Background: an optimization exercise with open tools, aiming at small area and a short achievable clock period. Do not read the settings as production practice. Only simulation tests tie the RTL to the original design; equivalence was not proved.

## DF_Fir_Tree
module DF_Fir_Tree (clk, clk_enable, reset, filter_in, filter_out);
Size: about 260 flip-flops, roughly 52 I/O pins.
Settings: LEC_CHECK=0, CAP_MARGIN=20, CORE_MARGIN=2, CORE_UTILIZATION=40, CTS_CLUSTER_DIAMETER=100, CTS_CLUSTER_SIZE=20, PLACE_DENSITY=0.6, SLEW_MARGIN=60, SYNTH_HIERARCHICAL=1, SYNTH_MINIMUM_KEEP_SIZE=0; clock period 13.0 ns.
run.sh (not shown) runs the stock make flow with config.mk's settings and CLKGATE_MAP_FILE= SYNTH_SCRIPT=/design/flow/synth_recipe.tcl, a recipe that flattens the netlist after the stock synthesis.
Edit:
==> flow/flow/run.sh (new file) <==
#!/bin/bash
# Standard ORFS layout with two changes to how it is optimised:
#  - port buffers use buf_2 instead of the resizer's default pick;
#  - repair_timing aims for extra setup slack on the worst endpoints.
# Everything else (synthesis, floorplan, CTS, routing) is the standard.sh.
set -euo pipefail
bash standard.sh \
  "BUFFER_PORTS_ARGS=-buffer_cell sky130_fd_sc_hd__buf_2" \
  SETUP_SLACK_MARGIN=8.9 \
  TNS_END_PERCENT=10 \
  finish > standard_make.log 2>&1
==> flow/standard.sh (new file) <==
#!/bin/bash
# synth_recipe.tcl (not shown) runs the flow's synth.tcl, then flattens the netlist and writes it again
# the make line also repeats each setting of config.mk as NAME=value (left out here)
make -C /OpenROAD-flow-scripts/flow DESIGN_CONFIG=/design/flow/config.mk WORK_HOME=/design/flow/orfs CLKGATE_MAP_FILE= SYNTH_SCRIPT=/design/flow/synth_recipe.tcl "${@:-finish}"
SLEW_MARGIN = 20   (was 60)
removed: flow/run.sh
What happened: Sequential share of layout area went down by 0.54 points. Utilization increases by 1.5 points. Maximum frequency went up by 10%. Setup slack gains 420 ps.
Edit:
--- a/flow/flow/run.sh
+++ b/flow/flow/run.sh
@@ -7,3 +7,3 @@
 bash standard.sh \
-  "BUFFER_PORTS_ARGS=-buffer_cell sky130_fd_sc_hd__buf_2" \
+  "BUFFER_PORTS_ARGS=-buffer_cell sky130_fd_sc_hd__buf_1" \
   SETUP_SLACK_MARGIN=8.9 \
CTS_BUF_LIST = sky130_fd_sc_hd__clkbuf_8   (was unset)
CTS_CLUSTER_DIAMETER = 80   (was 100)
CTS_CLUSTER_SIZE = 15   (was 20)
After rerunning:
- critical path depth grows by 1
- non-clock buffer count shrinks by 21
- die area is unchanged
- clock-buffer cell count grows by 1
- worst setup slack degrades by 36 ps
- maximum frequency shrinks slightly
- first-iteration DRC count shrinks slightly
Edit:
==> flow/run.sh (new file) <==
#!/bin/bash
# synth_recipe.tcl (not shown) runs the flow's synth.tcl, then flattens the netlist and writes it again
# the make line also repeats each setting of config.mk as NAME=value (left out here)
make -C /OpenROAD-flow-scripts/flow DESIGN_CONFIG=/design/flow/config.mk WORK_HOME=/design/flow/orfs CLKGATE_MAP_FILE= SYNTH_SCRIPT=/design/flow/synth_recipe.tcl finish
CTS_BUF_LIST = unset   (was sky130_fd_sc_hd__clkbuf_8)
CTS_CLUSTER_DIAMETER = 70   (was 80)
CTS_CLUSTER_SIZE = 26   (was 15)
SLEW_MARGIN = 60   (was 20)
removed: flow/flow/run.sh
removed: flow/standard.sh
Outcome: The new run went through all stages and came out clean; design area decreases by 0.44%; sequential share of layout area falls by 0.25 points; clock skew goes down by 22 ps.


## job 101
Starting RTL as in the previous note.
==> flow/config.mk <==
export PLATFORM = sky130hd
export DESIGN_NAME = DF_Fir_Tree
export DESIGN_NICKNAME = DF_Fir_Tree
export VERILOG_FILES = /design/flow/design.v
export SDC_FILE = /design/flow/constraint.sdc
export NUM_CORES = 4
export LEC_CHECK = 0
export CAP_MARGIN = 20
export CORE_MARGIN = 2
export CORE_UTILIZATION = 40
export CTS_CLUSTER_DIAMETER = 100
export CTS_CLUSTER_SIZE = 20
export PLACE_DENSITY = 0.6
export SLEW_MARGIN = 20
export SYNTH_HIERARCHICAL = 1
export SYNTH_MINIMUM_KEEP_SIZE = 0
==> flow/constraint.sdc <==
create_clock -name core_clock -period 13.0 [get_ports {clk}]
set_input_delay 2.6000 -clock core_clock [delete_from_list [all_inputs] [get_ports {clk}]]
set_output_delay 2.6000 -clock core_clock [all_outputs]
set_load 0.01 [all_outputs]
standard.sh (not shown) runs the stock make flow with config.mk's settings and CLKGATE_MAP_FILE= SYNTH_SCRIPT=/design/flow/synth_recipe.tcl, a recipe that flattens the netlist after the stock synthesis.
==> flow/flow/run.sh <==
#!/bin/bash
# Standard ORFS layout with two changes to how it is optimised:
#  - port buffers use buf_2 instead of the resizer's default pick;
#  - repair_timing aims for extra setup slack on the worst endpoints.
# Everything else (synthesis, floorplan, CTS, routing) is the standard.sh.
set -euo pipefail
bash standard.sh \
  "BUFFER_PORTS_ARGS=-buffer_cell sky130_fd_sc_hd__buf_2" \
  SETUP_SLACK_MARGIN=8.9 \
  TNS_END_PERCENT=100 \
  finish > standard_make.log 2>&1
Job 101 did not stop at any stage, and its layout met the timing, DRC and antenna checks.
Relative to job 101, the following input files were edited for job 102:
-- flow/flow/run.sh --
<<< job 101, line 7
bash standard.sh \
  "BUFFER_PORTS_ARGS=-buffer_cell sky130_fd_sc_hd__buf_2" \
  SETUP_SLACK_MARGIN=8.9 \
  TNS_END_PERCENT=100 \
  finish > standard_make.log 2>&1
>>> job 102, line 7
bash standard.sh \
  "BUFFER_PORTS_ARGS=-buffer_cell sky130_fd_sc_hd__buf_2" \
  SETUP_SLACK_MARGIN=9.0 \
  TNS_END_PERCENT=25 \
  finish > standard_make.log 2>&1
--- outcome ---
- Between job 102 and job 101, the difference in total length of routed wires is negligible.
- For global-route usage, job 101 and job 102 come out practically identical.
- Delta (job 102 minus job 101): fraction of area in registers +0.26 points.
Input changes introduced in job 103 (baseline for comparison: job 102):
Settings: swapping 20 for 60 in SLEW_MARGIN.
-- flow/flow/run.sh --
<<< job 102, line 7
bash standard.sh \
  "BUFFER_PORTS_ARGS=-buffer_cell sky130_fd_sc_hd__buf_2" \
  SETUP_SLACK_MARGIN=9.0 \
  TNS_END_PERCENT=25 \
  finish > standard_make.log 2>&1
>>> job 103, line 7
bash standard.sh \
  "BUFFER_PORTS_ARGS=-buffer_cell sky130_fd_sc_hd__buf_2" \
  SETUP_SLACK_MARGIN=8.9 \
  TNS_END_PERCENT=10 \
  finish > standard_make.log 2>&1
==> notes.md <==
- Job 102 has completed all stages; timing, DRC and antenna checks passed.
- Job 103: full flow OK, the timing, DRC and antenna checks passed
- Job 103 ends up with lower first-pass GRT wire length than job 102 does.
- Sort job 103 and job 102 by arrival time at the worst endpoint, ascending, and job 103 comes first.
- Job 102 and job 103 ended up with roughly the same post-route met1 wirelength.
- | worst setup slack | job 103 vs job 102 | 20 ps higher |
- Diff job 103..job 102 | number of detailed-route iterations in the first pass | negligible
- Cell count of the worst hold path in job 103 is 1 above job 102.
[inputs] job 104 vs job 103
Settings: SLEW_MARGIN changed from 60 to 20; PLACE_DENSITY changed from 0.6 to 0.72; CORE_UTILIZATION changed from 40 to 60.
[summary]
- Job 104: full flow OK, the timing, DRC and antenna checks passed
- Of job 104 and job 103, it is job 104 that has the higher met3 layer wire length in the routed design.
- Between job 103 and job 104, the number of global-route vias before repair is lower for job 104.
- The worst hold slack of job 104 is lower than that of job 103.
- Changes observed in job 104 relative to job 103: initial cell density of the core grew by 21 points; global-route wire length before repair moved down; met2 wirelength from detailed routing lower; number of buffers added by the clock tree synthesis step shrank by 2.
- Summary — critical path depth, job 104 relative to job 103: higher, by 1.


== v6 ==
Starting RTL as in the previous note.
clock: 13.0 ns
lec_check: 0
cap_margin: 20
core_margin: 2
core_utilization: 40
cts_buf_list: sky130_fd_sc_hd__clkbuf_8
cts_cluster_diameter: 80
cts_cluster_size: 15
place_density: 0.6
slew_margin: 20
synth_hierarchical: 1
synth_minimum_keep_size: 0
==> flow/flow/run.sh <==
#!/bin/bash
# Standard ORFS layout with two changes to how it is optimised:
#  - port buffers use buf_2 instead of the resizer's default pick;
#  - repair_timing aims for extra setup slack on the worst endpoints.
# Everything else (synthesis, floorplan, CTS, routing) is the standard.sh.
set -euo pipefail
bash standard.sh \
  "BUFFER_PORTS_ARGS=-buffer_cell sky130_fd_sc_hd__buf_2" \
  SETUP_SLACK_MARGIN=8.9 \
  TNS_END_PERCENT=10 \
  finish > standard_make.log 2>&1
v6 ran to completion and came out clean on the timing, DRC and antenna checks.
[inputs] v7 vs v6
==> flow/run.sh (new file) <==
#!/bin/bash
# synth_recipe.tcl (not shown) runs the flow's synth.tcl, then flattens the netlist and writes it again
# the make line also repeats each setting of config.mk as NAME=value (left out here)
make -C /OpenROAD-flow-scripts/flow DESIGN_CONFIG=/design/flow/config.mk WORK_HOME=/design/flow/orfs CLKGATE_MAP_FILE= SYNTH_SCRIPT=/design/flow/synth_recipe.tcl finish
diff --git a/flow/config.mk b/flow/config.mk
--- a/flow/config.mk
+++ b/flow/config.mk
@@ -9,9 +9,6 @@
 export CORE_MARGIN = 2
 export CORE_UTILIZATION = 40
-export CTS_BUF_LIST = sky130_fd_sc_hd__clkbuf_8
-export CTS_CLUSTER_DIAMETER = 80
-export CTS_CLUSTER_SIZE = 15
 export PLACE_DENSITY = 0.6
-export SLEW_MARGIN = 20
+export SLEW_MARGIN = 60
 export SYNTH_HIERARCHICAL = 1
 export SYNTH_MINIMUM_KEEP_SIZE = 0
removed: flow/flow/run.sh
removed: flow/standard.sh
==> comparison <==
NOTE design area v6->v7 decreased slightly
[compare] base=v6 new=v7: non-clock buffer count down 96, clock transition at the registers of the reported paths down 50 ps, critical path data required time down 130 ps, fmax down 19 MHz.
v7 vs. v6: minimum clock period rose 370 ps, count of cells along the worst hold path ~0 delta.


DF_Fir_Tree, a different RTL version from the one above (not shown whole).
For scale: ~260 flip-flops.
==> flow/config.mk <==
export PLATFORM = sky130hd
export DESIGN_NAME = DF_Fir_Tree
export DESIGN_NICKNAME = DF_Fir_Tree
export VERILOG_FILES = /design/flow/design.v
export SDC_FILE = /design/flow/constraint.sdc
export NUM_CORES = 4
export LEC_CHECK = 0
export CAP_MARGIN = 50
export CORE_MARGIN = 2
export CORE_UTILIZATION = 40
export PLACE_DENSITY = 0.6
export SLEW_MARGIN = 80
export SYNTH_HIERARCHICAL = 1
export SYNTH_MINIMUM_KEEP_SIZE = 0
==> flow/constraint.sdc <==
create_clock -name core_clock -period 13.0 [get_ports {clk}]
set_input_delay 2.6000 -clock core_clock [delete_from_list [all_inputs] [get_ports {clk}]]
set_output_delay 2.6000 -clock core_clock [all_outputs]
set_load 0.01 [all_outputs]
run.sh (not shown) runs the stock make flow with config.mk's settings and CLKGATE_MAP_FILE= SYNTH_SCRIPT=/design/flow/synth_recipe.tcl, a recipe that flattens the netlist after the stock synthesis.
Stock flow here: none of the scripts above is used.
The baseline produced a clean layout.
Then changed:
- CAP_MARGIN: 50 -> 20
- SLEW_MARGIN: 80 -> 20
After rerunning: Setup slack got worse by 0.53 ns. Routed wire length is lower by 1.8%. Final cell count decreases by 1.6%. Clock-buffer cell count fell by 9. Register-to-register slack is worse by 0.20 ns. Non-clock buffer count drops by 37.
Then changed:
- CORE_UTILIZATION: 40 -> 65
- PLACE_DENSITY: 0.6 -> 0.75
- SLEW_MARGIN: 20 -> 60
The changed run finished with timing, DRC and antenna clean.
Maximum frequency climbs by roughly a tenth.
Area after synthesis stays the same.
Via count climbs by a few percent.
Design area drops slightly.
Worst hold slack gets better by 0.0053 ns.
Non-clock buffer count climbs by 4.
Then changed:
- CORE_UTILIZATION: 65 -> 40
- CTS_BUF_LIST: not set -> sky130_fd_sc_hd__clkbuf_8
- PLACE_DENSITY: 0.75 -> 0.6
The new run completed with no timing, DRC or antenna violations. Global-route usage falls by 12 points. Die area rose by 61%. Via count went down by 1.0%. Cell count grows by 13%. Wire length grows by 3.7%.


Starting RTL as in the previous note.
clock: 13.0 ns
lec_check: 0
cap_margin: 20
core_margin: 2
core_utilization: 40
cts_buf_list: sky130_fd_sc_hd__clkbuf_4
place_density: 0.6
slew_margin: 60
synth_hierarchical: 1
synth_minimum_keep_size: 0
Then changed:
CTS_BUF_LIST = not set   (was sky130_fd_sc_hd__clkbuf_4)
Core utilization is about the same.
Setup slack improved by 0.14 ns.
Synthesized area is unchanged.
Clock skew is lower by 0.029 ns.
Global-route usage goes down by 0.52 points.
Routed wire length goes down by 1.1%.


RTL: one of the versions met above, not the one the previous note started from.
Size: about 260 flip-flops.
// DF_Fir_Tree
module DF_Fir_Tree (clk, clk_enable, reset, filter_in, filter_out);
clock: 13.0 ns
lec_check: 0
cap_margin: 20
core_margin: 2
core_utilization: 40
cts_cluster_diameter: 100
cts_cluster_size: 20
place_density: 0.6
slew_margin: 40
synth_hierarchical: 1
synth_minimum_keep_size: 0
standard.sh (not shown) runs the stock make flow with config.mk's settings and CLKGATE_MAP_FILE= SYNTH_SCRIPT=/design/flow/synth_recipe.tcl, a recipe that flattens the netlist after the stock synthesis.
==> flow/flow/run.sh <==
#!/bin/bash
# Standard ORFS layout with two changes to how it is optimised:
#  - port buffers use buf_2 instead of the resizer's default pick;
#  - repair_timing aims for extra setup slack on the worst endpoints.
# Everything else (synthesis, floorplan, CTS, routing) is the standard.sh.
set -euo pipefail
bash standard.sh \
  "BUFFER_PORTS_ARGS=-buffer_cell sky130_fd_sc_hd__buf_2" \
  SETUP_SLACK_MARGIN=8.9 \
  TNS_END_PERCENT=10 \
  finish > standard_make.log 2>&1
==> next run, changes <==
--- a/flow/flow/run.sh
+++ b/flow/flow/run.sh
@@ -3 +3 @@
-#  - port buffers use buf_2 instead of the resizer's default pick;
+#  - port buffers use buf_1 instead of the resizer's default pick;
@@ -8 +8 @@
-  "BUFFER_PORTS_ARGS=-buffer_cell sky130_fd_sc_hd__buf_2" \
+  "BUFFER_PORTS_ARGS=-buffer_cell sky130_fd_sc_hd__buf_1" \
Settings changed: CTS_BUF_LIST from default to sky130_fd_sc_hd__clkbuf_8, CTS_CLUSTER_DIAMETER 100 to 80, CTS_CLUSTER_SIZE 20 to 15, SLEW_MARGIN 40 to 20.
- The new run finished with timing, DRC and antenna clean
- area after synthesis stays the same
- synthesized cell count does not change
- worst hold slack improved by 0.0097 ns
- die area does not change
- clock-buffer cell count increases by 2
- utilization decreases by 1.1 points
- routed wire length decreases by about 2.8%
- final cell count decreases by about 0.5%
- critical path depth increases by 2

[separate check: timing with driven ports]
The flow's constraints put no driver on any port. The routed layouts listed below were extracted and timed again, unchanged, in two steps. Step 1: set_driving_cell puts a clkbuf_16 on clk and a buf_2 on each other input, an assumption about the parent block. Step 2 adds t to the input delays and takes it off the output delays; t is the mean of the earliest and latest rising clock arrival at the registers after step 1. Input paths then give back, and output paths get back, about the clock's delay inside the block. a / b / c = no drivers / after step 1 / after step 2; a / b = the first two.
| run | t, ns | slack for setup (ns) | hold slack, ns | pins driven straight from the clock port |
|---|---|---|---|---|
| the first run of note 1 | 0.591 | 8.384 / 8.384 / 8.384 | 0.490 / 0.490 / 0.490 | 1 |
| the second run of note 1 | 0.595 | 8.808 / 8.808 / 8.500 | 0.478 / 0.478 / 0.478 | 1 |
| the third run of note 1 | 0.657 | 8.771 / 8.771 / 8.518 | 0.489 / 0.489 / 0.489 | 1 |
| the fourth run of note 1 | 0.625 | 8.377 / 8.377 / 8.377 | 0.488 / 0.488 / 0.488 | 1 |
| job 101 | 0.594 | 8.837 / 8.837 / 8.528 | 0.483 / 0.483 / 0.483 | 1 |
| job 102 | 0.593 | 8.810 / 8.810 / 8.513 | 0.482 / 0.482 / 0.482 | 1 |
| job 103 | 0.594 | 8.831 / 8.831 / 8.391 | 0.496 / 0.496 / 0.496 | 1 |
| job 104 | 0.569 | 8.803 / 8.803 / 8.355 | 0.487 / 0.487 / 0.487 | 1 |
| v6 | 0.670 | 8.800 / 8.800 / 8.542 | 0.495 / 0.495 / 0.495 | 1 |
| v7 | 0.610 | 8.430 / 8.430 / 8.430 | 0.483 / 0.483 / 0.483 | 1 |
| the first run of note 4 | 0.639 | 8.549 / 8.549 / 8.338 | 0.474 / 0.474 / 0.474 | 1 |
| the second run of note 4 | 0.632 | 8.014 / 8.023 / 7.391 | 0.481 / 0.481 / 0.481 | 1 |
| the third run of note 4 | 0.622 | 8.468 / 8.468 / 8.468 | 0.486 / 0.486 / 0.486 | 1 |
| the fourth run of note 4 | 0.664 | 8.459 / 8.459 / 8.349 | 0.478 / 0.478 / 0.478 | 1 |
| the first run of note 5 | 0.851 | 8.363 / 8.363 / 8.330 | 0.481 / 0.481 / 0.481 | 1 |
| the second run of note 5 | 0.633 | 8.500 / 8.500 / 8.331 | 0.478 / 0.478 / 0.478 | 1 |
| the first run of note 6 | 0.581 | 8.821 / 8.821 / 8.390 | 0.479 / 0.479 / 0.479 | 1 |
| the second run of note 6 | 0.657 | 8.771 / 8.771 / 8.518 | 0.489 / 0.489 / 0.489 | 1 |
After both steps every run listed still meets setup and hold. The setup slack of the second run of note 4, which loses most, moves by +0.009 ns with the drivers and by -0.623 ns with both steps.
